From an optimization exercise on the open Yosys and OpenROAD flow, aimed at small area and a short achievable clock period; shortcuts taken in it are not production practice. Where RTL was checked, it was by simulation tests only, not by an equivalence proof against the original. Power is estimated from default activity; no workload was simulated.

// cordic
module cordic (
    input clk,
    input rst_n,
    input start,
    input [15:0] angle,
    output reg [15:0] cos,
    output reg [15:0] sin
);
Size: roughly 780 cells after synthesis, roughly 51 I/O pins, about 5300 um^2 of cells after synthesis.
==> module cordic, before the edit <==
module cordic (
    input clk,
    input rst_n,
    input start,
    input [15:0] angle,
    output reg [15:0] cos,
    output reg [15:0] sin
);
    reg [16:0] r;
    reg [3:0] cnt;
    wire d = ~r[16];
    wire idle = cnt[3] & cnt[2] & cnt[1];
    reg [14:0] e;
    always @(*) begin
        case (cnt)
            4'd0:  e = 15'h6487;
            4'd1:  e = 15'h3B58;
            4'd2:  e = 15'h1F5B;
            4'd3:  e = 15'h0FEA;
            4'd4:  e = 15'h07FD;
            4'd5:  e = 15'h03FF;
            4'd6:  e = 15'h01FF;
            4'd7:  e = 15'h00FF;
            4'd8:  e = 15'h007F;
            4'd9:  e = 15'h003F;
            4'd10: e = 15'h001F;
            4'd11: e = 15'h000F;
            4'd12: e = 15'h0007;
            4'd13: e = 15'h0003;
            default: e = 15'h0000;
        endcase
    end
    wire [15:0] tc_sh = sin >> cnt;
    wire [15:0] ts_sh = cos >> cnt;
    wire [15:0] tc = {tc_sh[15:2], tc_sh[1:0] & {2{~idle}}};
    wire [15:0] ts = {ts_sh[15:2], ts_sh[1:0] & {2{~idle}}};
    wire [15:0] new_cos;
    wire [15:0] new_sin;
    wire [16:0] new_r;
    add_bk #(16) i_add_c (.a(cos), .b(tc ^ {16{d}}), .ci(d), .s(new_cos));
    add_bk #(16) i_add_s (.a(sin), .b(ts ^ {16{~d}}), .ci(~d), .s(new_sin));
    add_bk #(17) i_add_r (.a(r), .b({2'b00, e} ^ {17{d}}), .ci(d), .s(new_r));
    wire lo = (cnt == 4'd0) && (r[15:0] < 16'd2516);
    always @(posedge clk) begin
        if (start) begin
            cos <= 16'h4DBA;
            sin <= 16'h0000;
            r <= {1'b0, angle};
        end else begin
            cos <= new_cos;
            sin <= new_sin;
            r <= {new_r[16], new_r[15] & ~lo, new_r[14:0]};
        end
    end
    always @(posedge clk or negedge rst_n) begin
        if (!rst_n)
            cnt <= 4'hF;
        else if (start)
            cnt <= 4'h0;
        else if (cnt != 4'hF)
            cnt <= cnt + 4'h1;
    end
endmodule
export LEC_CHECK = 0
export ABC_AREA = 1
export CAP_MARGIN = 20
export CORE_MARGIN = 2
export CORE_UTILIZATION = 40
export SLEW_MARGIN = 20
create_clock -name core_clock -period 16.0 [get_ports {clk}]
standard.sh (not shown) runs the stock make flow with config.mk's settings and CLKGATE_MAP_FILE= SYNTH_SCRIPT=/design/flow/synth_recipe.tcl, a recipe that flattens the netlist after the stock synthesis.
==> flow/flow/run.sh <==
#!/bin/bash
# Standard layout, with repair_timing aiming for extra setup slack so that the
# achieved period, not just the 16 ns clock, is optimised, and plain buffers
# (instead of delay cells) on the ports.
set -euo pipefail
bash standard.sh SETUP_SLACK_MARGIN=11.8 'BUFFER_PORTS_ARGS=-buffer_cell sky130_fd_sc_hd__buf_2' finish > standard_flow.log 2>&1
Rerun with:
--- a/flow/design.v
+++ b/flow/design.v
@@ -126,7 +126,7 @@
     wire [16:0] new_r;
     add_bk #(16) i_add_c (.a(cos), .b(tc ^ {16{d}}), .ci(d), .s(new_cos));
     add_bk #(16) i_add_s (.a(sin), .b(ts ^ {16{~d}}), .ci(~d), .s(new_sin));
-    add_bk #(17) i_add_r (.a(r), .b({2'b00, e} ^ {17{d}}), .ci(d), .s(new_r));
+    add_sk #(17) i_add_r (.a(r), .b({2'b00, e} ^ {17{d}}), .ci(d), .s(new_r));
     wire lo = (cnt == 4'd0) && (r[15:0] < 16'd2516);
     always @(posedge clk) begin
         if (start) begin
=> The changed run ran to the end with no violations. Core utilization rises by 0.22 points. Final area rises by a few percent. Global-route usage falls by 0.78 points. First-iteration DRC count rises by well over a third. Worst setup slack got worse by 0.016 ns. Worst hold slack got worse by 0.017 ns. Final cell count rises by a few percent. Sequential share of layout area falls by 0.71 points. Critical path depth stays the same. Wire length falls slightly. Count of clock-buffer cells in the layout falls by 1. Area after synthesis rises slightly. Synthesized cell count rises by a few percent. Power rises by a few percent.
For the second run of this note, only the layout was checked, not whether the RTL still works.

* * *

== the reference run ==
The RTL this note starts from:
==> flow/design.v <==
module add_bk #(parameter N = 16) (
    input  [N-1:0] a,
    input  [N-1:0] b,
    input          ci,
    output [N-1:0] s
);
    localparam L = (N <= 2) ? 1 : (N <= 4) ? 2 : (N <= 8) ? 3 : (N <= 16) ? 4 : (N <= 32) ? 5 : 6;
    wire [N-1:0] p0 = a ^ b;
    wire [N-1:0] g0 = a & b;
    wire [N*2*L-1:0] G;
    wire [N*2*L-1:0] P;
    assign G[N-1:0] = {g0[N-1:1], g0[0] | (p0[0] & ci)};
    assign P[N-1:0] = p0;
    genvar l, i;
    generate
        for (l = 0; l < L; l = l + 1) begin : up
            for (i = 0; i < N; i = i + 1) begin : bt
                if (((i + 1) % (2 << l)) == 0) begin : node
                    assign G[(l+1)*N+i] = G[l*N+i] | (P[l*N+i] & G[l*N+i-(1<<l)]);
                    assign P[(l+1)*N+i] = P[l*N+i] & P[l*N+i-(1<<l)];
                end else begin : pass
                    assign G[(l+1)*N+i] = G[l*N+i];
                    assign P[(l+1)*N+i] = P[l*N+i];
                end
            end
        end
        for (l = L - 2; l >= 0; l = l - 1) begin : down
            for (i = 0; i < N; i = i + 1) begin : bt
                if (((i + 1) % (2 << l)) == (1 << l) && i >= (2 << l)) begin : node
                    assign G[(2*L-1-l)*N+i] = G[(2*L-2-l)*N+i] | (P[(2*L-2-l)*N+i] & G[(2*L-2-l)*N+i-(1<<l)]);
                    assign P[(2*L-1-l)*N+i] = P[(2*L-2-l)*N+i] & P[(2*L-2-l)*N+i-(1<<l)];
                end else begin : pass
                    assign G[(2*L-1-l)*N+i] = G[(2*L-2-l)*N+i];
                    assign P[(2*L-1-l)*N+i] = P[(2*L-2-l)*N+i];
                end
            end
        end
    endgenerate
    wire [N-1:0] gf = G[(2*L-1)*N +: N];
    assign s = p0 ^ {gf[N-2:0], ci};
endmodule
module add_sk #(parameter N = 16) (
    input  [N-1:0] a,
    input  [N-1:0] b,
    input          ci,
    output [N-1:0] s
);
    localparam L = (N <= 2) ? 1 : (N <= 4) ? 2 : (N <= 8) ? 3 : (N <= 16) ? 4 : (N <= 32) ? 5 : 6;
    wire [N-1:0] p0 = a ^ b;
    wire [N-1:0] g0 = a & b;
    wire [N*(L+1)-1:0] G;
    wire [N*(L+1)-1:0] P;
    assign G[N-1:0] = {g0[N-1:1], g0[0] | (p0[0] & ci)};
    assign P[N-1:0] = p0;
    genvar l, i;
    generate
        for (l = 0; l < L; l = l + 1) begin : lv
            for (i = 0; i < N; i = i + 1) begin : bt
                if ((i >> l) % 2 == 1) begin : node
                    assign G[(l+1)*N+i] = G[l*N+i] | (P[l*N+i] & G[l*N+((i>>l)<<l)-1]);
                    assign P[(l+1)*N+i] = P[l*N+i] & P[l*N+((i>>l)<<l)-1];
                end else begin : pass
                    assign G[(l+1)*N+i] = G[l*N+i];
                    assign P[(l+1)*N+i] = P[l*N+i];
                end
            end
        end
    endgenerate
    wire [N-1:0] gf = G[L*N +: N];
    assign s = p0 ^ {gf[N-2:0], ci};
endmodule
module add_rc #(parameter N = 16) (
    input  [N-1:0] a,
    input  [N-1:0] b,
    input          ci,
    output [N-1:0] s
);
    wire [N:0] c;
    assign c[0] = ci;
    genvar i;
    generate
        for (i = 0; i < N; i = i + 1) begin : bt
            assign c[i+1] = (a[i] & b[i]) | (c[i] & (a[i] ^ b[i]));
        end
    endgenerate
    assign s = a ^ b ^ c[N-1:0];
endmodule
module cordic (
    input clk,
    input rst_n,
    input start,
    input [15:0] angle,
    output reg [15:0] cos,
    output reg [15:0] sin
);
    reg [16:0] r;
    reg [3:0] cnt;
    wire d = ~r[16];
    wire idle = cnt[3] & cnt[2] & cnt[1];
    reg [14:0] e;
    always @(*) begin
        case (cnt)
            4'd0:  e = 15'h6487;
            4'd1:  e = 15'h3B58;
            4'd2:  e = 15'h1F5B;
            4'd3:  e = 15'h0FEA;
            4'd4:  e = 15'h07FD;
            4'd5:  e = 15'h03FF;
            4'd6:  e = 15'h01FF;
            4'd7:  e = 15'h00FF;
            4'd8:  e = 15'h007F;
            4'd9:  e = 15'h003F;
            4'd10: e = 15'h001F;
            4'd11: e = 15'h000F;
            4'd12: e = 15'h0007;
            4'd13: e = 15'h0003;
            default: e = 15'h0000;
        endcase
    end
    wire [15:0] tc_sh = sin >> cnt;
    wire [15:0] ts_sh = cos >> cnt;
    wire [15:0] tc = {tc_sh[15:2], tc_sh[1:0] & {2{~idle}}};
    wire [15:0] ts = {ts_sh[15:2], ts_sh[1:0] & {2{~idle}}};
    wire [15:0] new_cos;
    wire [15:0] new_sin;
    wire [16:0] new_r;
    add_bk #(16) i_add_c (.a(cos), .b(tc ^ {16{d}}), .ci(d), .s(new_cos));
    add_bk #(16) i_add_s (.a(sin), .b(ts ^ {16{~d}}), .ci(~d), .s(new_sin));
    assign new_r = r + ({2'b00, e} ^ {17{d}}) + {16'd0, d};
    wire lo = (cnt == 4'd0) && (r[15:0] < 16'd2516);
    always @(posedge clk) begin
        if (start) begin
            cos <= 16'h4DBA;
            sin <= 16'h0000;
            r <= {1'b0, angle};
        end else begin
            cos <= new_cos;
            sin <= new_sin;
            r <= {new_r[16], new_r[15] & ~lo, new_r[14:0]};
        end
    end
    always @(posedge clk or negedge rst_n) begin
        if (!rst_n)
            cnt <= 4'hF;
        else if (start)
            cnt <= 4'h0;
        else if (cnt != 4'hF)
            cnt <= cnt + 4'h1;
    end
endmodule
Settings: LEC_CHECK=0, ABC_AREA=1, CAP_MARGIN=20, CORE_MARGIN=2, CORE_UTILIZATION=40, SLEW_MARGIN=20; clock period 16.0 ns.
Scripts as last shown in full above: flow/flow/run.sh
No stage failed in the reference run, and the final checks on the layout all came back clean.
The inputs of the trial run differ from those of the reference run as listed below.
diff --git a/flow/design.v b/flow/design.v
--- a/flow/design.v
+++ b/flow/design.v
@@ -116,18 +116,24 @@
             4'd13: e = 15'h0003;
             default: e = 15'h0000;
         endcase
     end
-    wire [15:0] tc_sh = sin >> cnt;
-    wire [15:0] ts_sh = cos >> cnt;
+    wire [15:0] tc_8 = cnt[3] ? {8'd0, sin[15:8]} : sin;
+    wire [15:0] ts_8 = cnt[3] ? {8'd0, cos[15:8]} : cos;
+    wire [15:0] tc_4 = cnt[2] ? {4'd0, tc_8[15:4]} : tc_8;
+    wire [15:0] ts_4 = cnt[2] ? {4'd0, ts_8[15:4]} : ts_8;
+    wire [15:0] tc_2 = cnt[1] ? {2'd0, tc_4[15:2]} : tc_4;
+    wire [15:0] ts_2 = cnt[1] ? {2'd0, ts_4[15:2]} : ts_4;
+    wire [15:0] tc_sh = cnt[0] ? {1'd0, tc_2[15:1]} : tc_2;
+    wire [15:0] ts_sh = cnt[0] ? {1'd0, ts_2[15:1]} : ts_2;
     wire [15:0] tc = {tc_sh[15:2], tc_sh[1:0] & {2{~idle}}};
     wire [15:0] ts = {ts_sh[15:2], ts_sh[1:0] & {2{~idle}}};
     wire [15:0] new_cos;
     wire [15:0] new_sin;
     wire [16:0] new_r;
     add_bk #(16) i_add_c (.a(cos), .b(tc ^ {16{d}}), .ci(d), .s(new_cos));
     add_bk #(16) i_add_s (.a(sin), .b(ts ^ {16{~d}}), .ci(~d), .s(new_sin));
-    assign new_r = r + ({2'b00, e} ^ {17{d}}) + {16'd0, d};
+    add_bk #(17) i_add_r (.a(r), .b({2'b00, e} ^ {17{d}}), .ci(d), .s(new_r));
     wire lo = (cnt == 4'd0) && (r[15:0] < 16'd2516);
     always @(posedge clk) begin
         if (start) begin
             cos <= 16'h4DBA;
Wire length of the first global-routing pass essentially unchanged between the trial run and the reference run.
The trial run vs. the reference run: combinational power went down by about 10%.
[compare] base=the reference run new=the trial run: worst setup slack after layout went down; maximum fanout encountered on the critical timing path went down.
Re internal power: the trial run is about 6% down on the reference run.
Between the reference run and the trial run, the total detailed-routing wirelength is lower for the reference run.
Between the trial run and the reference run, it is the trial run whose hold slack is higher, by 0.0059 ns.
The trial run has largest net degree at the start of global routing above what the reference run had.
Function was not checked in any run of this note: the RTL went through the layout flow alone.

-- port drivers added, routing unchanged --
How much do the figures lean on ideal ports? The routed layouts below were timed once more, with nothing changed but the port constraints. Step 1 assumes that a clkbuf_16 drives the clock port and a buf_2 every other input. Step 2 times the ports against the registers' clock, not the clock port: input delays grow and output delays shrink by t, the midpoint of the rising clock arrivals with the driver on. Three values: ideal, step 1, step 2; two values: the first two.
run | shift t [ns] | setup WS [ns] | worst hold slack (ns) | worst setup path at the end
the first run of note 1 | 0.346 | 11.879 / 11.839 / 11.671 | 0.498 / 0.498 / 0.498 | input to register
the second run of note 1 | 0.348 | 11.863 / 11.823 / 11.685 | 0.481 / 0.481 / 0.481 | input to register
the reference run | 0.341 | 11.864 / 11.823 / 11.763 | 0.480 / 0.480 / 0.480 | input to register
the trial run | 0.344 | 11.832 / 11.794 / 11.739 | 0.486 / 0.486 / 0.486 | input to register
After both steps every run listed still meets setup and hold. The setup slack of the first run of note 1, which loses most, moves by -0.040 ns with the drivers and by -0.208 ns with both steps.
